From an optimization exercise on the open Yosys and OpenROAD flow, aimed at small area; shortcuts taken in it are not production practice. At most, simulation tests tie the RTL to the original design; equivalence was not proved. No functional check of the RTL was part of runs 1 and 2. Power is estimated from default activity; no workload was simulated.

--- config.mk ---
export PLATFORM = sky130hd
export DESIGN_NAME = timer
export DESIGN_NICKNAME = timer
export VERILOG_FILES = /design/flow/design.v
export SDC_FILE = /design/flow/constraint.sdc
export NUM_CORES = 4
export LEC_CHECK = 0
export CAP_MARGIN = 20
export CORE_MARGIN = 2
export CORE_UTILIZATION = 40
export SLEW_MARGIN = 20
--- constraint.sdc ---
create_clock -name core_clock -period 20.0 [get_ports {CLK}]
set_input_delay 4.0000 -clock core_clock [delete_from_list [all_inputs] [get_ports {CLK}]]
set_output_delay 4.0000 -clock core_clock [all_outputs]
set_load 0.01 [all_outputs]
--- design.v ---
`timescale 1ns / 1ps
module debouncer(
    input CLK,
    input rst,
    input switch_input,
    output trans_up
    );
reg sync_0, sync_1, state;
reg [8:0] count_s;    
localparam [8:0] POL = 9'b010101010;
wire [8:0] count = count_s ^ POL;
wire idle = (state == sync_1);
wire low_zero = ~|count[7:0];
wire finished = count[8] & low_zero;
always @ (posedge CLK)
begin
	sync_0 <= switch_input & ~rst;
	sync_1 <= sync_0 & ~rst;
	state <= (finished ? sync_1 : state) & ~rst;
	if (idle)
		count_s <= POL;
	else
		count_s <= {count[7:0], count[8] ^ count[4] ^ low_zero} ^ POL;
end
assign trans_up = finished & state & ~sync_1;
endmodule
`timescale 1ns / 1ps
`timescale 1ns / 1ps
`timescale 1ns / 1ps
`timescale 1ns / 1ps
module timer(
    input CLK,
    input rst,
    input switch_up,
    input switch_dn,
    input switch_cancel,
    input switch_start_stop,
    output [7:0] SEG,
    output [2:0] DIGIT,
    output BUZZER
    );
wire s_up, s_dn, s_cancel, s_start_stop;
debouncer d1(.CLK(CLK), .rst(rst), .switch_input(switch_up), .trans_up(s_up));
debouncer d2(.CLK(CLK), .rst(rst), .switch_input(switch_dn), .trans_up(s_dn));
debouncer d3(.CLK(CLK), .rst(rst), .switch_input(switch_cancel), .trans_up(s_cancel));
debouncer d4(.CLK(CLK), .rst(rst), .switch_input(switch_start_stop), .trans_up(s_start_stop));
localparam [5:0] SETTING = 6'b110000, RUNNING = 6'b110001;
reg [5:0] mode;
reg buzz;
wire not_beeping = mode[5] & mode[4];
wire setting = not_beeping & ~mode[0];
wire running = not_beeping & mode[0];
wire beeping = ~not_beeping;
reg [3:0] secs;
reg [2:0] ten_secs;
reg [3:0] mins;
reg [3:0] mins_stored;
reg [14:0] prescaler;
wire second = &prescaler;
wire zero_time = (secs == 4'd0) & (ten_secs == 3'd0) & (mins == 4'd0);
wire restore = s_cancel & ~setting;
assign BUZZER = buzz;
always @ (posedge CLK)
begin
	buzz <= beeping & (buzz ^ mode[5]) & ~rst;
	if (rst)
		mode <= SETTING;
	else if (setting)
	begin
		if (s_start_stop)
			mode <= RUNNING;
	end
	else if (running)
	begin
		if (zero_time)
			mode <= 6'd0;
		else if (s_start_stop | s_cancel)
			mode <= SETTING;
	end
	else
	begin
		if (s_cancel)
			mode <= SETTING;
		else if (mode[5])
			mode <= 6'd0;
		else
			mode <= mode + 6'd1;
	end
	if (running)
		prescaler <= prescaler + 15'd1;
	if (rst)
		prescaler <= 15'd0;
	if (setting & s_start_stop)
		mins_stored <= mins;
	if (rst)
	begin
		secs <= 4'd0;
		ten_secs <= 3'd0;
		mins <= 4'd1;
	end
	else if (restore)
	begin
		secs <= 4'd0;
		ten_secs <= 3'd0;
		mins <= mins_stored;
	end
	else if (setting)
	begin
		if (s_dn)
			mins <= (mins == 4'd1) ? 4'd9 : mins - 4'd1;
		else if (s_up)
			mins <= (mins == 4'd9) ? 4'd1 : mins + 4'd1;
	end
	else if (running & second)
	begin
		if (secs == 4'd0)
		begin
			secs <= 4'd9;
			if (ten_secs == 3'd0)
			begin
				ten_secs <= 3'd5;
				mins <= mins - 4'd1;
			end
			else
				ten_secs <= ten_secs - 3'd1;
		end
		else
			secs <= secs - 4'd1;
	end
end
reg [7:0] dpre;
reg [1:0] digit;
reg [3:0] latched;    
reg [3:0] shown;      
wire tick = dpre[7] & dpre[3];    
assign DIGIT = {digit[1] ^ digit[0], digit[0], digit[1]};
always @ (posedge CLK)
begin
	if (rst | tick)
		dpre <= 8'd0;
	else
		dpre <= dpre + 8'd1;
	if (rst)
		digit <= 2'b00;
	else if (tick)
		digit <= {digit[1] ^ digit[0], ~digit[0] | digit[1]};
	if (rst)
		latched <= 4'd0;
	else if (tick)
		latched <= (digit == 2'b01) ? {1'b0, ten_secs} : (digit == 2'b10) ? mins : secs;
	if (rst)
		shown <= 4'd15;
	else
		shown <= (latched == 4'd15) ? 4'd14 : latched;
end
reg [7:0] seg_r;
always @ (*)
begin
	case (shown)
		4'd0: seg_r = 8'b00000011;
		4'd1: seg_r = 8'b10011111;
		4'd2: seg_r = 8'b00100101;
		4'd3: seg_r = 8'b00001101;
		4'd4: seg_r = 8'b10011001;
		4'd5: seg_r = 8'b01001001;
		4'd6: seg_r = 8'b01000001;
		4'd7: seg_r = 8'b00011111;
		4'd8: seg_r = 8'b00000001;
		4'd9: seg_r = 8'b00001001;
		4'd15: seg_r = 8'b00000000;
		default: seg_r = 8'b11111111;
	endcase
end
assign SEG = seg_r;
endmodule
--- flow/run.sh ---
#!/bin/bash
# Own layout flow: the standard ORFS flow (standard.sh, unchanged synthesis), with
# lighter clock-tree and port buffers.
set -euo pipefail
here=$(pwd)
export CTS_ARGS="-sink_clustering_enable -repair_clock_nets -dont_use_dummy_load -buf_list sky130_fd_sc_hd__clkbuf_8 -root_buf sky130_fd_sc_hd__clkbuf_8 -sink_clustering_size 20 -sink_clustering_max_diameter 80"
export BUFFER_PORTS_ARGS="-buffer_cell sky130_fd_sc_hd__buf_1"
bash standard.sh > "$here/standard.log" 2>&1
--- standard.sh ---
#!/bin/bash
# synth_recipe.tcl (not shown) runs the flow's synth.tcl, then flattens the netlist and writes it again
# the make line also repeats each setting of config.mk as NAME=value (left out here)
make -C /OpenROAD-flow-scripts/flow DESIGN_CONFIG=/design/flow/config.mk WORK_HOME=/design/flow/orfs CLKGATE_MAP_FILE= SYNTH_SCRIPT=/design/flow/synth_recipe.tcl "${@:-finish}"
==> results of run 1 <==
-- cell type report --
type	count	area share, %
inverters	15	1.21
repair buffers	18	1.56
clock buffers	9	2.66
flip-flops and latches	103	45.2
multi-input cells	345	45.6
well taps	140	3.77
-- power by group --
| group | internal (mW) | switching, mW | total [mW] |
|---|---|---|---|
| clock network | 0.0405 | 0.0595 | 0.100 |
| logic | 0.0333 | 0.0454 | 0.0787 |
| registers | 0.215 | 0.0142 | 0.229 |
-- per-layer routing --
layer  vias up  routed length (µm)  track usage (%)
met2        26                3720             25.2
li1       1641                   -                -
met5         -                   0                0
met1      1520                3480             15.5
met4         0                 118             6.32
met3        10                 191             3.80
-- sequential cells by signal, indices dropped and copies added, names as in the netlist, 3 cells and up --
name and cells:
secs 4, d4.count_s 9, mode 6, latched 4, mins_stored 4, d3.count_s 9
shown 4, prescaler 15, mins 4, d1.count_s 9, d2.count_s 9, ten_secs 3
dpre 8
-- final timing paths --
check	start	end	slack, ns	cells past startpoint
max	shown[0]	SEG[3]	14.28	5
min	d2.count_s[6]	d2.count_s[7]	0.38	1
max reg2reg	mode[0]	ten_secs[1]	17.59	6
min reg2reg	d2.count_s[6]	d2.count_s[7]	0.38	1
-- cell families after synthesis --
group | after synthesis | share of synthesized area, %
xor gates and xnor gates | 37 | 7.46
muxes | 12 | 3.11
AOI/OAI and AO/OA | 57 | 8.33
and+or+nand+nor | 224 | 25.6
adders and majority gates | 15 | 4.32
DFF | 103 | 48.4
buffers and inverters | 31 | 2.79
-- layout by cell type, fill, tap and decap left out, types with 14 or more instances in the layout --
cell	count
dfxtp_1	99
nor2_1	98
nand2_1	41
a21oi_1	21
xnor2_1	19
xor2_1	18
nand3_1	17
buf_1	16
inv_1	15
ha_1	15
o21ai_0	14
-- through the flow --
| step | setup slack [ns] | instances | cell area (µm²) | util (%) |
|---|---|---|---|---|
| 2_1_floorplan | 14.82 | 479 | 4340 | - |
| 5_1_grt | 14.16 | 630 | 4650 | 43.5 |
| 6_report | 14.28 | 630 | 4650 | 43.5 |
| 3_5_place_dp | 14.62 | 621 | 4530 | 42.3 |
| 4_1_cts | 14.23 | 630 | 4650 | 43.5 |
| 3_3_place_gp | 14.68 | 621 | 4530 | 42.3 |
==> impl_metrics.py, run 1 <==
metrics = {
    "clock_network": {
        "post_cts_buffers": 0,
        "htreeDepth": 3,
        "post_cts_resized": 0,
        "cts.path.max_buffers": 2,
        "cts_tree": "built",
        "hold_buffers": 0,
        "cts_buffers": 9,
        "clock_latency_ns": 0.36,
        "cts_root_buffer": "clkbuf_8",
        "clkSinkCount": 103,
        "path_clk_slew_ns": 0.09,
    },
    "routing": {
        "drtIter0Drc": 140,
        "ant_nets": 0,
        "drcViolationCount": 0,
        "wl_per_cell_um": 11.9,
        "via_per_inst": 5.07,
        "dr.pass1.iters": 6,
        "vias": 3197,
        "drt-total-wl_um": 7510,
    },
    "floorplanning": {
        "die_area_mm2": 0.0117,
        "floorplan.initialDensity_pct": 40.6,
        "fp.dieH_um": 108,
        "fp-row-count": 38,
        "pin_count": 18,
        "die_w_um": 108,
        "core_area_mm2": 0.0107,
    },
    "setup_path": {
        "cp-end-kind": "primary output",
        "cp_cell_sequence": "inv_1 -> ha_1 -> mux4_2 -> inv_1 -> buf_1",
        "path_max_fanout": 4,
        "cp.arrival_ns": 1.72,
        "crit_family": "multiplexers",
        "critPathLaunchType": "flip-flop",
        "worst_path_most_repeated_cell": "inv_1",
        "critPathMaxStageDelay_ns": 0.45,
        "required_ns": 16.00,
        "crit_type": "flip-flop to primary output",
        "crit_buf_inv": 3,
        "slowest_stage": "mux4_2",
    },
    "sta": {
        "skew_ns": 0.0217,
        "period_needed_ns": 5.72,
        "clock.fmax_ghz": 0.175,
        "maxSlewHeadroom_pct": 63.5,
        "finalSetupViolations": 0,
        "fin_tns_setup_ns": 0,
        "period_share_pct": 28.6,
        "holdWs_ns": 0.376,
        "hold_viol_final": 0,
        "rsz0062_at_grt": "false",
        "slew_violations": 0,
        "tightest_slew_ns": 0.543,
    },
    "synthesis": {
        "ys.flop_type": "dfxtp_1",
        "yosysUniqueCellTypes": 55,
        "synth_common_cells": "dfxtp_1, nor2_1, nand2_1",
        "ys.warnings.count": 2,
        "avgSynthCellArea_um2": 9.07,
        "yosys.area.top_type": "dfxtp_1",
        "yosys-top-cells-area": "dfxtp_1, nor2_1, ha_1",
        "syn_nets": 500,
        "synth_edf_count": 4,
        "syn_area_mm2": 0.00434,
        "synth.most_common_cell": "dfxtp_1",
        "async_flop_share_pct": 0,
        "synth_top_area_share_pct": 45.6,
        "syn_inst": 479,
        "seq_area_frac_synth_pct": 48.4,
        "synth_seq_cells": 103,
    },
    "global_route": {
        "grt_pass1_vias": 3138,
        "overflow": 0,
        "antenna_found_initial": 0,
        "grt_util_all_layers_pct": 14.1,
        "grt_max_degree": 52,
        "grt_first_pass_wirelength_um": 13200,
    },
    "power_and_ir_drop": {
        "leakagePower_nw": 1.76,
        "p_per_area_mw_per_mm2": 87.7,
        "finalPower_mw": 0.408,
        "ir_drop_mv": 0.0431,
    },
    "placed_design": {
        "dp_hpwl_um": 5330,
        "io_buffers": 17,
        "routabilityCongestion": 0.768,
    },
    "outcome": {
        "status": "finished clean",
    },
    "finish": {
        "area_growth_pct": 7.06,
        "regArea_mm2": 0.00210,
        "fillers": 1069,
        "nets": 513,
        "multi_input_area_mm2": 0.00212,
        "drive_gt1_share_pct": 6.12,
        "n_antenna_cell": 0,
    },
    "hold_path": {
        "hp-class": "flip-flop to flip-flop",
    },
    "job": {
        "maxCapViolCount": 0,
    },
}
==> run 2: changes to the inputs <==
==> flow/run.sh (replaced) <==
#!/bin/bash
# Own layout flow: the standard ORFS flow (standard.sh, unchanged synthesis), with
# lighter clock-tree and port buffers.
set -euo pipefail
here=$(pwd)
export CTS_ARGS="-sink_clustering_enable -repair_clock_nets -dont_use_dummy_load -buf_list sky130_fd_sc_hd__clkbuf_8 -root_buf sky130_fd_sc_hd__clkbuf_8 -sink_clustering_size 26 -sink_clustering_max_diameter 100"
export BUFFER_PORTS_ARGS="-buffer_cell sky130_fd_sc_hd__buf_1"
bash standard.sh > "$here/standard.log" 2>&1
==> run 2 against run 1 <==
  * Synthesized cell count unchanged
  * Worst hold slack unchanged
  * Largest cell class unchanged
  * Clock-buffer cell count stayed put
  * Wire length is the same
==> impl_metrics.py, run 2 <==
metrics = {
    "clock_network": {
        "cts_root_buffer": "clkbuf_8",
        "post_cts_resized": 0,
        "hold_buffers": 0,
        "cts_tree": "built",
        "path_clk_slew_ns": 0.09,
        "htreeDepth": 3,
        "cts_buffers": 9,
        "clock_latency_ns": 0.36,
        "post_cts_buffers": 0,
        "cts.path.max_buffers": 2,
        "clkSinkCount": 103,
    },
    "synthesis": {
        "synth_top_area_share_pct": 45.6,
        "syn_nets": 500,
        "synth_common_cells": "dfxtp_1, nor2_1, nand2_1",
        "syn_inst": 479,
        "ys.warnings.count": 2,
        "yosys.area.top_type": "dfxtp_1",
        "synth_seq_cells": 103,
        "yosys-top-cells-area": "dfxtp_1, nor2_1, ha_1",
        "synth_edf_count": 4,
        "ys.flop_type": "dfxtp_1",
        "async_flop_share_pct": 0,
        "yosysUniqueCellTypes": 55,
        "seq_area_frac_synth_pct": 48.4,
        "synth.most_common_cell": "dfxtp_1",
        "avgSynthCellArea_um2": 9.07,
        "syn_area_mm2": 0.00434,
    },
    "placed_design": {
        "postPlaceCellArea_mm2": 0.00453,
        "routabilityCongestion": 0.768,
        "io_buffers": 17,
        "dp_hpwl_um": 5330,
    },
    "global_route": {
        "grt_use_met1_pct": 15.5,
        "use_met3_pct": 3.80,
        "grt_first_pass_wirelength_um": 13200,
        "grt_max_degree": 52,
        "use_met2_pct": 25.2,
        "overflow": 0,
        "antenna_found_initial": 0,
        "top_usage_layer": "met2",
        "grt_pass1_vias": 3138,
        "grt_util_all_layers_pct": 14.1,
    },
    "sta": {
        "skew_ns": 0.0217,
        "maxSlewHeadroom_pct": 63.5,
        "finalSetupViolations": 0,
        "rsz0062_at_grt": "false",
        "period_share_pct": 28.6,
        "hold_viol_final": 0,
        "tightest_slew_ns": 0.543,
        "slew_violations": 0,
        "period_needed_ns": 5.72,
        "clock.fmax_ghz": 0.175,
        "fin_tns_setup_ns": 0,
    },
    "floorplanning": {
        "fp-row-count": 38,
        "fp.dieH_um": 108,
        "floorplan.initialDensity_pct": 40.6,
        "pin_count": 18,
        "die_area_mm2": 0.0117,
        "die_w_um": 108,
        "core_area_mm2": 0.0107,
    },
    "hold_path": {
        "whs_path_depth": 1,
        "hp-class": "flip-flop to flip-flop",
    },
    "setup_path": {
        "cp.arrival_ns": 1.72,
        "slowest_stage": "mux4_2",
        "path_max_fanout": 4,
        "cp-end-kind": "primary output",
        "worst_path_most_repeated_cell": "inv_1",
        "cp_cell_sequence": "inv_1 -> ha_1 -> mux4_2 -> inv_1 -> buf_1",
        "required_ns": 16.00,
        "critPathLaunchType": "flip-flop",
        "crit_type": "flip-flop to primary output",
        "critPathMaxStageDelay_ns": 0.45,
        "worst-r2r-cell-count": 6,
    },
    "job": {
        "maxCapViolCount": 0,
    },
    "routing": {
        "ant_nets": 0,
        "drtIter0Drc": 140,
        "vias": 3197,
        "via_per_inst": 5.07,
        "wl_per_cell_um": 11.9,
        "drt-total-wl_um": 7510,
        "drcViolationCount": 0,
        "dr.pass1.iters": 6,
    },
    "finish": {
        "regArea_mm2": 0.00210,
        "n_antenna_cell": 0,
        "final_common_cell": "dfxtp_1",
        "fin_area_mm2": 0.00465,
        "top_register": "prescaler",
        "final_cell_mix": "dfxtp_1, nor2_1, nand2_1, a21oi_1, xnor2_1",
        "nets": 513,
        "multi_input_area_mm2": 0.00212,
        "drive_gt1_share_pct": 6.12,
        "largest_register_ffs": 15,
        "fillers": 1069,
        "area_growth_pct": 7.06,
    },
    "power_and_ir_drop": {
        "p_per_area_mw_per_mm2": 87.7,
        "ir_drop_mv": 0.0431,
        "leakagePower_nw": 1.76,
    },
    "outcome": {
        "status": "finished clean",
    },
}
[run 2: cell counts after synthesis]
Identical to the previous run, type by type.
[run 2: worst max-delay path: cells and delay by family, from the launching register on]
| kind | cells | cell delay (ns) |
|---|---|---|
| fa+ha+maj | 1 | 0.23 |
| mux | 1 | 0.45 |
| flops | 1 | 0.39 |
| buf+inv | 3 | 0.32 |
[run 2: layout make-up]
type                       count  area share, %
clock buffer                   9           2.66
tap                          140           3.77
inverter                      15           1.21
multi-input combinational    345           45.6
timing repair buffer          18           1.56
sequential                   103           45.2
[run 2: worst paths after layout]
check / startpoint / to / slack [ns]
worst min-delay path: d2.count_s[6] / d2.count_s[7] / 0.38
worst min register to register: d2.count_s[6] / d2.count_s[7] / 0.38
worst max register to register: mode[0] / ten_secs[1] / 17.59
worst max-delay path: shown[0] / SEG[3] / 14.28
[run 2: per-stage QoR]
stage / util [%] / instances / setup slack (ns) / hold WS, ns / total power, mW
3_3_place_gp: 42.3 / 621 / 14.68 / 0.364 / 0.311
3_5_place_dp: 42.3 / 621 / 14.62 / 0.370 / 0.313
5_1_grt: 43.5 / 630 / 14.16 / 0.391 / 0.434
4_1_cts: 43.5 / 630 / 14.23 / 0.375 / 0.414
2_1_floorplan: - / 479 / 14.82 / 0.352 / 0.297
6_report: 43.5 / 630 / 14.28 / 0.376 / 0.408
[run 2: cell families (layout without fill, tap and decap cells)]
logic type	after synthesis	in the layout	synth area share, %
buffers and inverters	31	42	2.79
multiplexers	12	12	3.11
AND/OR/NAND/NOR	224	224	25.6
flip-flops	103	103	48.4
adder cells (fa/ha/maj)	15	15	4.32
XOR/XNOR	37	37	7.46
AO/OA/AOI/OAI	57	57	8.33
[run 2: per-layer routing]
metal | vias up | part of all wire (%)
li1 | 1641 | -
met3 | 10 | 2.5
met2 | 26 | 50
met4 | 0 | 1.6
met1 | 1520 | 46
met5 | - | 0
[run 2: power by group]
part           switching, mW  internal [mW]
clock network         0.0595         0.0405
registers             0.0142          0.215
logic                 0.0454         0.0333
total                  0.119          0.288
==> run 3: changes to the inputs <==
--- a/design.v
+++ b/design.v
@@ -6,9 +6,7 @@
     output trans_up
     );
 reg sync_0, sync_1, state;
-reg [8:0] count_s;    
-localparam [8:0] POL = 9'b010101010;
-wire [8:0] count = count_s ^ POL;
+reg [8:0] count;
 wire idle = (state == sync_1);
 wire low_zero = ~|count[7:0];
 wire finished = count[8] & low_zero;
@@ -18,9 +16,9 @@
 	sync_1 <= sync_0 & ~rst;
 	state <= (finished ? sync_1 : state) & ~rst;
 	if (idle)
-		count_s <= POL;
+		count <= 9'd0;
 	else
-		count_s <= {count[7:0], count[8] ^ count[4] ^ low_zero} ^ POL;
+		count <= {count[7:0], count[8] ^ count[4] ^ low_zero};
 end
 assign trans_up = finished & state & ~sync_1;
 endmodule
==> run.sh (new file) <==
#!/bin/bash
# synth_recipe.tcl (not shown) runs the flow's synth.tcl, then flattens the netlist and writes it again
# the make line also repeats each setting of config.mk as NAME=value (left out here)
make -C /OpenROAD-flow-scripts/flow DESIGN_CONFIG=/design/flow/config.mk WORK_HOME=/design/flow/orfs CLKGATE_MAP_FILE= SYNTH_SCRIPT=/design/flow/synth_recipe.tcl finish
removed: flow/run.sh
removed: standard.sh
==> run 3 against run 2 <==
  * Still clean
  * Via count decreased by 1.9%
  * Worst hold slack improved by 0.069 ns
  * Critical path depth unchanged
  * Clock skew decreased by 0.0074 ns
  * Sequential share of layout area decreased by 1.9 points
  * Non-clock buffer count decreased by 1
  * Die area increased by 1.2%
  * Largest cell class unchanged
==> impl_metrics.py, run 3 <==
metrics = {
    "setup_path": {
        "crit_family": "buffers and inverters",
        "critPathLaunchType": "flip-flop",
        "worst_path_most_repeated_cell": "inv_1",
        "startpoint": "shown[0]",
        "worst-r2r-cell-count": 6,
        "r2r_end": "mode[0]",
        "slowest_stage": "clkdlybuf4s50_1",
        "crit_buf_inv": 3,
        "critPathMaxStageDelay_ns": 0.53,
        "path_max_fanout": 4,
        "cp-end-kind": "primary output",
        "crit_type": "flip-flop to primary output",
        "rrSetupSlack_ns": 17.42,
        "cp_cell_sequence": "inv_1 -> ha_1 -> mux4_2 -> inv_1 -> clkdlybuf4s50_1",
        "cp.arrival_ns": 2.15,
        "endpoint": "SEG[3]",
        "reg2reg_from": "d3.count[4]",
        "required_ns": 16.00,
        "crit_cells": 5,
    },
    "synthesis": {
        "ys.flop_type": "dfxtp_1",
        "syn_inst": 471,
        "synth_edf_count": 4,
        "avgSynthCellArea_um2": 9.34,
        "synth_common_cells": "dfxtp_1, nor2_1, and2_1",
        "syn_area_mm2": 0.00440,
        "seq_area_frac_synth_pct": 47.8,
        "yosysUniqueCellTypes": 56,
        "synth.most_common_cell": "dfxtp_1",
        "synth_top_area_share_pct": 45.1,
        "yosys.area.top_type": "dfxtp_1",
        "synth_seq_cells": 103,
        "ys.warnings.count": 2,
        "yosys-top-cells-area": "dfxtp_1, nor2_1, and2_1",
        "async_flop_share_pct": 0,
        "syn_nets": 492,
    },
    "routing": {
        "ant_nets": 0,
        "dr.pass1.iters": 4,
        "drt-total-wl_um": 7470,
        "drtIter0Drc": 131,
        "via_per_inst": 4.99,
        "vias": 3136,
        "wl_per_cell_um": 11.9,
        "drcViolationCount": 0,
    },
    "placed_design": {
        "postPlaceCellArea_mm2": 0.00465,
        "io_buffers": 17,
        "post-place-ws_ns": 14.24,
        "dp.cells": 613,
        "dp_hpwl_um": 5170,
        "routabilityCongestion": 0.814,
    },
    "clock_network": {
        "cts_buffers": 9,
        "cts_tree": "built",
        "cts.path.max_buffers": 2,
        "cts_root_buffer": "clkbuf_8",
        "htreeDepth": 3,
        "clkSinkCount": 103,
        "path_clk_slew_ns": 0.09,
        "hold_buffers": 0,
        "clock_latency_ns": 0.36,
        "post_cts_buffers": 0,
        "post_cts_resized": 0,
    },
    "hold_path": {
        "hp-class": "flip-flop to flip-flop",
        "whs_path_depth": 1,
    },
    "finish": {
        "utilization_pct": 44.9,
        "fin_area_mm2": 0.00485,
        "final_cells": 629,
        "n_antenna_cell": 0,
        "area_growth_pct": 10.2,
        "top_register": "prescaler",
        "largest_register_ffs": 15,
        "final_common_cell": "dfxtp_1",
        "nets": 505,
        "final_cell_mix": "dfxtp_1, nor2_1, and2_1, nand2_1, a21oi_1",
        "drive_gt1_share_pct": 6.34,
    },
    "power_and_ir_drop": {
        "ir_drop_mv": 0.0384,
        "switching_power_mw": 0.126,
        "finalPower_mw": 0.434,
        "clkPwrFrac_pct": 30.1,
        "combPwrFrac_pct": 17.9,
        "leakagePower_nw": 1.97,
        "p_per_area_mw_per_mm2": 89.5,
        "p_sw_share_pct": 29.2,
        "pwr-share-seq_pct": 52.1,
        "p_int_mw": 0.307,
    },
    "sta": {
        "finalSetupViolations": 0,
        "skew_ns": 0.0143,
        "clock.fmax_ghz": 0.163,
        "fin_tns_setup_ns": 0,
        "tightest_slew_ns": 0.880,
        "layout_setup_ws_ns": 13.85,
        "maxSlewHeadroom_pct": 41.3,
        "period_share_pct": 30.7,
        "holdWs_ns": 0.446,
        "period_needed_ns": 6.15,
        "hold_viol_final": 0,
        "slew_violations": 0,
        "rsz0062_at_grt": "false",
    },
    "global_route": {
        "grt_max_degree": 50,
        "overflow": 0,
        "antenna_found_initial": 0,
        "grt_pass1_vias": 2967,
        "grt_util_all_layers_pct": 13.8,
        "grt_first_pass_wirelength_um": 13200,
    },
    "floorplanning": {
        "die_area_mm2": 0.0118,
        "floorplan.initialDensity_pct": 40.7,
        "die_w_um": 109,
        "pin_count": 18,
        "core_area_mm2": 0.0108,
        "fp.dieH_um": 109,
        "fp-row-count": 38,
    },
    "outcome": {
        "status": "finished clean",
    },
    "job": {
        "maxCapViolCount": 0,
    },
}
run 3: cell count changes after synthesis, sizes merged, moves of 4 or more:
cell | previous run | this run
and2 | 0 | 32
nor2 | 98 | 68
nand2 | 42 | 26
and3 | 4 | 15
clkbuf | 13 | 8
xnor2 | 19 | 14
and4 | 0 | 4
nand4 | 10 | 6
or4 | 7 | 3
run 3: final cells by class:
| type | instances | area, µm² |
|---|---|---|
| clock buffers | 10 | 128 |
| clock inverters | 6 | 67.6 |
| fillers | 1056 | 5940 |
| inverters | 15 | 56.3 |
| multi-input cells | 338 | 2150 |
| flip-flops and latches | 103 | 2100 |
| well taps | 140 | 175 |
| repair buffers | 17 | 165 |
run 3: metal layers:
metal / vias up / share of wire (%) / wire length (µm) / global-route usage (%)
met3: 12 / 2.4 / 181 / 2.87
met5: - / 0 / 0 / 0
met1: 1468 / 50 / 3750 / 17.5
li1: 1626 / - / - / -
met2: 30 / 46 / 3420 / 22.6
met4: 0 / 1.7 / 124 / 6.23
run 3: how the worst min path moves through the flow:
stage,startpoint,endpoint,slack [ns]
CTS,d4.sync_0,d4.sync_1,0.45
detailed placement,d4.sync_0,d4.sync_1,0.43
global placement,d3.sync_0,d3.sync_1,0.42
floorplan,mins[3],mins_stored[3],0.41
finish,d4.sync_0,d4.sync_1,0.45
global route,d4.sync_0,d4.sync_1,0.47
run 3: cell families (layout without fill, tap and decap cells):
kind of cell | after synthesis | count (layout) | synth area share [%]
flops | 103 | 103 | 47.8
compound gates | 61 | 61 | 8.51
xor+xnor | 33 | 33 | 6.57
mux | 13 | 13 | 3.27
simple gates | 216 | 216 | 26.4
buf+inv | 30 | 48 | 3.21
fa+ha+maj | 15 | 15 | 4.27
run 3: power groups by stage:
stage / Clock, mW / Combinational, mW / Sequential [mW]
after CTS: 0.135 / 0.0779 / 0.226
after global routing: 0.142 / 0.0857 / 0.228
after floorplan: 0 / 0.0682 / 0.224
after global placement: 0 / 0.0751 / 0.230
after detailed placement: 0 / 0.0775 / 0.231
final: 0.130 / 0.0775 / 0.226

-- what the ideal ports hide --
In the flow no input, the clock included, has a driving cell. The finished layouts below were timed again as built, in two steps.
Step 1: set_driving_cell puts a clkbuf_16 on CLK and a buf_2 on each other input, an assumption about the parent block.
Step 2 adds t to the input delays and takes it off the output delays; t is the mean of the earliest and latest rising clock arrival at the registers after step 1. Input paths then give back, and output paths get back, about the clock's delay inside the block.
Three values: no drivers, after step 1, after step 2; two values: the first two.
run	shift t [ns]	setup WS [ns]	worst setup path after step 2
run 1	0.380	14.277 / 14.243 / 14.623	register to output
run 2	0.380	14.277 / 14.243 / 14.623	register to output
run 3	0.388	13.852 / 13.820 / 14.208	register to output
After both steps every run listed still meets setup and hold.
